What follows belongs to an exercise in optimizing a design on an open flow for small area and a short achievable clock period; a production flow would make more cautious choices. In this exercise RTL edits were held to simulation tests only and were not proved equivalent to the original. No activity file was given, so power comes from the tool's default toggle rates.

Setup of lagoon:
==> flow/design.v (excerpt) <==
module alu_top (
    input   CLK,rst,
    input   [3 : 0] ALU_FUNC,
    input   [15 : 0] A,
    input   [15 : 0] B,
    output  [31 : 0] Arith_OUT, Logic_OUT, CMP_OUT,Shift_OUT,
    output  Carry_OUT, Arith_Flag, Logic_Flag, CMP_Flag, Shift_Flag
);
wire Arith_EN, Logic_EN, CMP_EN, Shift_EN;
Decoder_Unit U0 (
    .DEC_ALU_FUNC(ALU_FUNC[3 : 2]),
    .DEC_Arith_Enable(Arith_EN),
    .DEC_Logic_Enable(Logic_EN),
    .DEC_CMP_Enable  (CMP_EN),
    .DEC_Shift_Enable(Shift_EN)
);
wire Sub = |ALU_FUNC;
wire [16 : 0] Sum;
wire [16 : 0] Carry;
assign Carry[0] = Sub;
genvar i;
generate
    for (i = 0; i < 16; i = i + 1) begin : add
        FA_Cell FA (.a(A[i]), .b(B[i] ^ Sub), .c(Carry[i]), .s(Sum[i]), .co(Carry[i + 1]));
    end
endgenerate
assign Sum[16] = Carry[16];
Arithmetic_Unit U1 (
    .clk(CLK), .rst(rst), .A(A), .B(B),
    .Arith_ALU_FUNC(ALU_FUNC[1 : 0]), .Arith_Enable(Arith_EN), .Sum(Sum),
    .Arith_OUT(Arith_OUT), .Carry_OUT(Carry_OUT), .Arith_Flag(Arith_Flag)
);
Logic_Unit U2 (
    .clk(CLK), .rst(rst), .A(A), .B(B),
    .Logic_ALU_FUNC(ALU_FUNC[1 : 0]), .Logic_Enable(Logic_EN),
    .Logic_OUT(Logic_OUT), .Logic_Flag(Logic_Flag)
);
CMP_Unit U3 (
    .clk(CLK), .rst(rst), .Sum(Sum),
    .CMP_ALU_FUNC(ALU_FUNC[1 : 0]), .CMP_Enable(CMP_EN),
    .CMP_OUT(CMP_OUT), .CMP_Flag(CMP_Flag)
);
Shift_Unit U4 (
  ...
For scale: roughly 2600 cells after synthesis, roughly 170 I/O pins, ~19000 um^2 of cells after synthesis.
clock: 130.0 ns
lec_check: 0
abc_area: 0
cap_margin: 20
core_margin: 2
core_utilization: 40
cts_buf_list: sky130_fd_sc_hd__clkbuf_4 sky130_fd_sc_hd__clkbuf_8
slew_margin: 20
synth_hierarchical: 1
synth_minimum_keep_size: 0
standard.sh (not shown) runs the stock make flow with config.mk's settings and CLKGATE_MAP_FILE= SYNTH_SCRIPT=/design/flow/synth_recipe.tcl, a recipe that flattens the netlist after the stock synthesis.
==> flow/flow/run.sh <==
#!/bin/bash
# The standard layout with two changes:
# * synthesis maps the divider modules (Div_Unit, Div_Step_*) with ORFS's ABC area
#   script, which gives the faster divider here, and every other module with ORFS's
#   ABC speed script (ABC_AREA 0 in config.mk), which gives the smaller netlist there.
#   Everything else in synthesis is the standard synthesis (synth_recipe.tcl).
# * the port buffers are the smallest buffer cell (sky130_fd_sc_hd__buf_1).
set -euo pipefail
HERE=$(pwd)
# ORFS's synth.tcl with its one abc call split in two
sed 's|^  log_cmd abc {\*}\$abc_args$|  set abc_args_area [lreplace $abc_args 1 1 $::env(SCRIPTS_DIR)/abc_area.script]\n  log_cmd abc {*}$abc_args_area Div_Unit Div_Step_*\n  log_cmd abc {*}$abc_args|' \
    "$FLOW_HOME/scripts/synth.tcl" > "$HERE/synth_mixed.tcl"
grep -q 'abc_args_area Div_Unit' "$HERE/synth_mixed.tcl"
# The standard flow's synthesis script, sourcing that synth.tcl
sed "s|source \$::env(SCRIPTS_DIR)/synth.tcl|source $HERE/synth_mixed.tcl|" synth_recipe.tcl > "$HERE/mixed_synth.tcl"
grep -q "source $HERE/synth_mixed.tcl" "$HERE/mixed_synth.tcl"
# The standard layout command, with that synthesis script
sed "s|SYNTH_SCRIPT=[^ ]*|SYNTH_SCRIPT=$HERE/mixed_synth.tcl|" standard.sh > "$HERE/mixed_standard.sh"
grep -q "SYNTH_SCRIPT=$HERE/mixed_synth.tcl" "$HERE/mixed_standard.sh"
export BUFFER_PORTS_ARGS="-buffer_cell sky130_fd_sc_hd__buf_1"
bash "$HERE/mixed_standard.sh" > standard.log 2>&1
diff inputs: lagoon => willow
# lagoon
export LEC_CHECK = 0
export ABC_AREA = 0
export CAP_MARGIN = 20
export CORE_MARGIN = 2
export CORE_UTILIZATION = 40
export CTS_BUF_LIST = sky130_fd_sc_hd__clkbuf_4 sky130_fd_sc_hd__clkbuf_8
export SLEW_MARGIN = 20
export SYNTH_HIERARCHICAL = 1
export SYNTH_MINIMUM_KEEP_SIZE = 0
create_clock -name core_clock -period 130.0 [get_ports {CLK}]
# willow
export LEC_CHECK = 0
export ABC_AREA = 1
export CAP_MARGIN = 20
export CORE_MARGIN = 2
export CORE_UTILIZATION = 40
export CTS_BUF_LIST = sky130_fd_sc_hd__clkbuf_4 sky130_fd_sc_hd__clkbuf_8
export SLEW_MARGIN = 20
export SYNTH_HIERARCHICAL = 1
export SYNTH_MINIMUM_KEEP_SIZE = 0
create_clock -name core_clock -period 130.0 [get_ports {CLK}]
==> flow/flow/run.sh <==
#!/bin/bash
# The standard layout, with the port buffers made of the smallest buffer
# cell (sky130_fd_sc_hd__buf_1) instead of the one buffer_ports picks itself.
set -euo pipefail
export BUFFER_PORTS_ARGS="-buffer_cell sky130_fd_sc_hd__buf_1"
bash standard.sh > standard.log 2>&1
### Flow results
Diff lagoon -> willow: final core utilization saw little to no change, power dissipated in the clock network saw a decrease, area of all placed cells without fillers saw an increase, via count saw an increase. lagoon has a lower placer congestion estimate than willow. Higher routed wire length was reported by willow, not lagoon. willow ran to completion and came out clean on the timing, design-rule and antenna checks. Relative to lagoon, highest attainable clock frequency has increased by 0.78% in willow. Changes observed in willow relative to lagoon: layout overhead on the synthesized area decreased by 0.64 points relative to the old numbers; highest net fanout along the worst path increased by 5 relative to the old numbers; wire length of the first global-routing pass increased by 3.7% relative to the old numbers; relative area of non-clock buffer cells in the final design closely matched the old numbers.
## Diff of input files: juniper against willow
# willow
export LEC_CHECK = 0
export ABC_AREA = 1
export CAP_MARGIN = 20
export CORE_MARGIN = 2
export CORE_UTILIZATION = 40
export CTS_BUF_LIST = sky130_fd_sc_hd__clkbuf_4 sky130_fd_sc_hd__clkbuf_8
export SLEW_MARGIN = 20
export SYNTH_HIERARCHICAL = 1
export SYNTH_MINIMUM_KEEP_SIZE = 0
create_clock -name core_clock -period 130.0 [get_ports {CLK}]
# juniper
export LEC_CHECK = 0
export ABC_AREA = 1
export CAP_MARGIN = 20
export CORE_MARGIN = 2
export CORE_UTILIZATION = 40
export SLEW_MARGIN = 20
export SYNTH_HIERARCHICAL = 1
export SYNTH_MINIMUM_KEEP_SIZE = 0
create_clock -name core_clock -period 130.0 [get_ports {CLK}]
==> flow/flow/run.sh <==
#!/bin/bash
# The standard layout, with the port buffers made of the smallest buffer
# cell (sky130_fd_sc_hd__buf_1), and timing repair asked to leave 88 ns of setup
# slack at the design's clock period, so that it sizes up the critical paths.
set -euo pipefail
export BUFFER_PORTS_ARGS="-buffer_cell sky130_fd_sc_hd__buf_1"
export SETUP_SLACK_MARGIN=88
bash standard.sh > standard.log 2>&1
--- outcome ---
- Final critical delay including setup and external delays in juniper vs willow: down 1.85 ns
- Taking willow as the reference, in juniper fraction of power spent switching nets lower; number of non-filler instances in the completed layout increased by 68 relative to the old numbers; total power up about 5.4%.
- Looking only at count of plain and timing-repair buffers in the layout, and setting everything else aside, the lower value of juniper and willow goes to willow.
- Where worst setup slack is concerned, willow is outperformed by juniper.
- Looking at internal power component across both flows, juniper is the weaker of the two, with willow ahead.
- ~same global routing met3 resource utilization in juniper and willow
- juniper ended with more part of the total power dissipated in the clock network than willow.
For zinc, these inputs were changed with respect to juniper:
# juniper
export LEC_CHECK = 0
export ABC_AREA = 1
export CAP_MARGIN = 20
export CORE_MARGIN = 2
export CORE_UTILIZATION = 40
export SLEW_MARGIN = 20
export SYNTH_HIERARCHICAL = 1
export SYNTH_MINIMUM_KEEP_SIZE = 0
create_clock -name core_clock -period 130.0 [get_ports {CLK}]
# zinc
export LEC_CHECK = 0
export ABC_AREA = 0
export CAP_MARGIN = 20
export CORE_MARGIN = 2
export CORE_UTILIZATION = 40
export CTS_BUF_LIST = sky130_fd_sc_hd__clkbuf_4 sky130_fd_sc_hd__clkbuf_8
export SLEW_MARGIN = 20
export SYNTH_HIERARCHICAL = 1
export SYNTH_MINIMUM_KEEP_SIZE = 0
create_clock -name core_clock -period 130.0 [get_ports {CLK}]
==> flow/flow/run.sh <==
#!/bin/bash
# The standard layout with two changes:
# * synthesis maps the divider modules (Div_Unit, Div_Step_*) with flow/abc_div.script
#   and every other module with flow/abc_other.script (ORFS's area and speed ABC
#   scripts without their "buffer -c" step, whose buffers placement removes anyway).
#   Everything else in synthesis is the standard synthesis (synth_recipe.tcl).
# * the port buffers are the smallest buffer cell (sky130_fd_sc_hd__buf_1).
set -euo pipefail
HERE=$(pwd)
DIV="$HERE/flow/abc_div.script"
OTHER="$HERE/flow/abc_other.script"
# ORFS's synth.tcl with its one abc call split in two
sed "s|^  log_cmd abc {\*}\$abc_args\$|  log_cmd abc {*}[lreplace \$abc_args 1 1 $DIV] Div_Unit Div_Step_*\n  log_cmd abc {*}[lreplace \$abc_args 1 1 $OTHER]|" \
    "$FLOW_HOME/scripts/synth.tcl" > "$HERE/synth_mixed.tcl"
grep -q "abc_div.script\] Div_Unit" "$HERE/synth_mixed.tcl"
# The standard flow's synthesis script, sourcing that synth.tcl
sed "s|source \$::env(SCRIPTS_DIR)/synth.tcl|source $HERE/synth_mixed.tcl|" synth_recipe.tcl > "$HERE/mixed_synth.tcl"
grep -q "source $HERE/synth_mixed.tcl" "$HERE/mixed_synth.tcl"
# The standard layout command, with that synthesis script
sed "s|SYNTH_SCRIPT=[^ ]*|SYNTH_SCRIPT=$HERE/mixed_synth.tcl|" standard.sh > "$HERE/mixed_standard.sh"
grep -q "SYNTH_SCRIPT=$HERE/mixed_synth.tcl" "$HERE/mixed_standard.sh"
export BUFFER_PORTS_ARGS="-buffer_cell sky130_fd_sc_hd__buf_1"
bash "$HERE/mixed_standard.sh" > standard.log 2>&1
==> flow/flow/abc_div.script (new file) <==
strash
dch
map -B 0.9
topo
stime -c
upsize -c
dnsize -c
==> flow/flow/abc_other.script (new file) <==
&get -n
&st
&dch
&nf
&st
&syn2
&if -g -K 6
&synch2
&nf
&st
&syn2
&if -g -K 6
&synch2
&nf
&st
&syn2
&if -g -K 6
&synch2
&nf
&st
&syn2
&if -g -K 6
&synch2
&nf
&st
&syn2
&if -g -K 6
&synch2
&nf
&put
topo
stime -c
upsize -c
dnsize -c
--- outcome ---
- Diff juniper -> zinc: number of gates resized after cts down 13, total standard cell area after synthesis has decreased, combined global-route utilization of all metal layers increased 0.77 points, setup slack of the worst register-to-register path went down 0.17 ns.
- Note that the power attributed to combinational cells recorded for zinc amounts to 0.931 times the value seen in juniper.
- Comparing juniper with zinc, the sequential cell count came out essentially unchanged.
- Going from juniper to zinc, wire length of the first global-routing pass shrinks by about 4%.

==> what the ideal ports hide <==
How much do the figures lean on ideal ports? The routed layouts below were timed once more, with nothing changed but the port constraints.
Step 1 assumes that a clkbuf_16 drives the clock port and a buf_2 every other input.
Step 2, shift: input delay + t, output delay - t, t = (earliest + latest rising clock arrival at the registers) / 2. This alone moves slack from input paths to output paths.
a / b / c = no drivers / after step 1 / after step 2; a / b = the first two.
run | t (ns) | setup slack, ns | worst data-port slew with drivers (ns)
lagoon | 0.409 | 86.913 / 86.932 / 86.523 | 0.05
willow | 0.408 | 87.246 / 87.267 / 86.859 | 0.08
juniper | 0.390 | 89.098 / 89.124 / 88.734 | 0.08
zinc | 0.426 | 87.981 / 87.994 / 87.568 | 0.03
After both steps setup and hold are still met in every run listed. The setup slack of zinc, which loses most, moves by +0.013 ns with the drivers and by -0.413 ns with both steps.
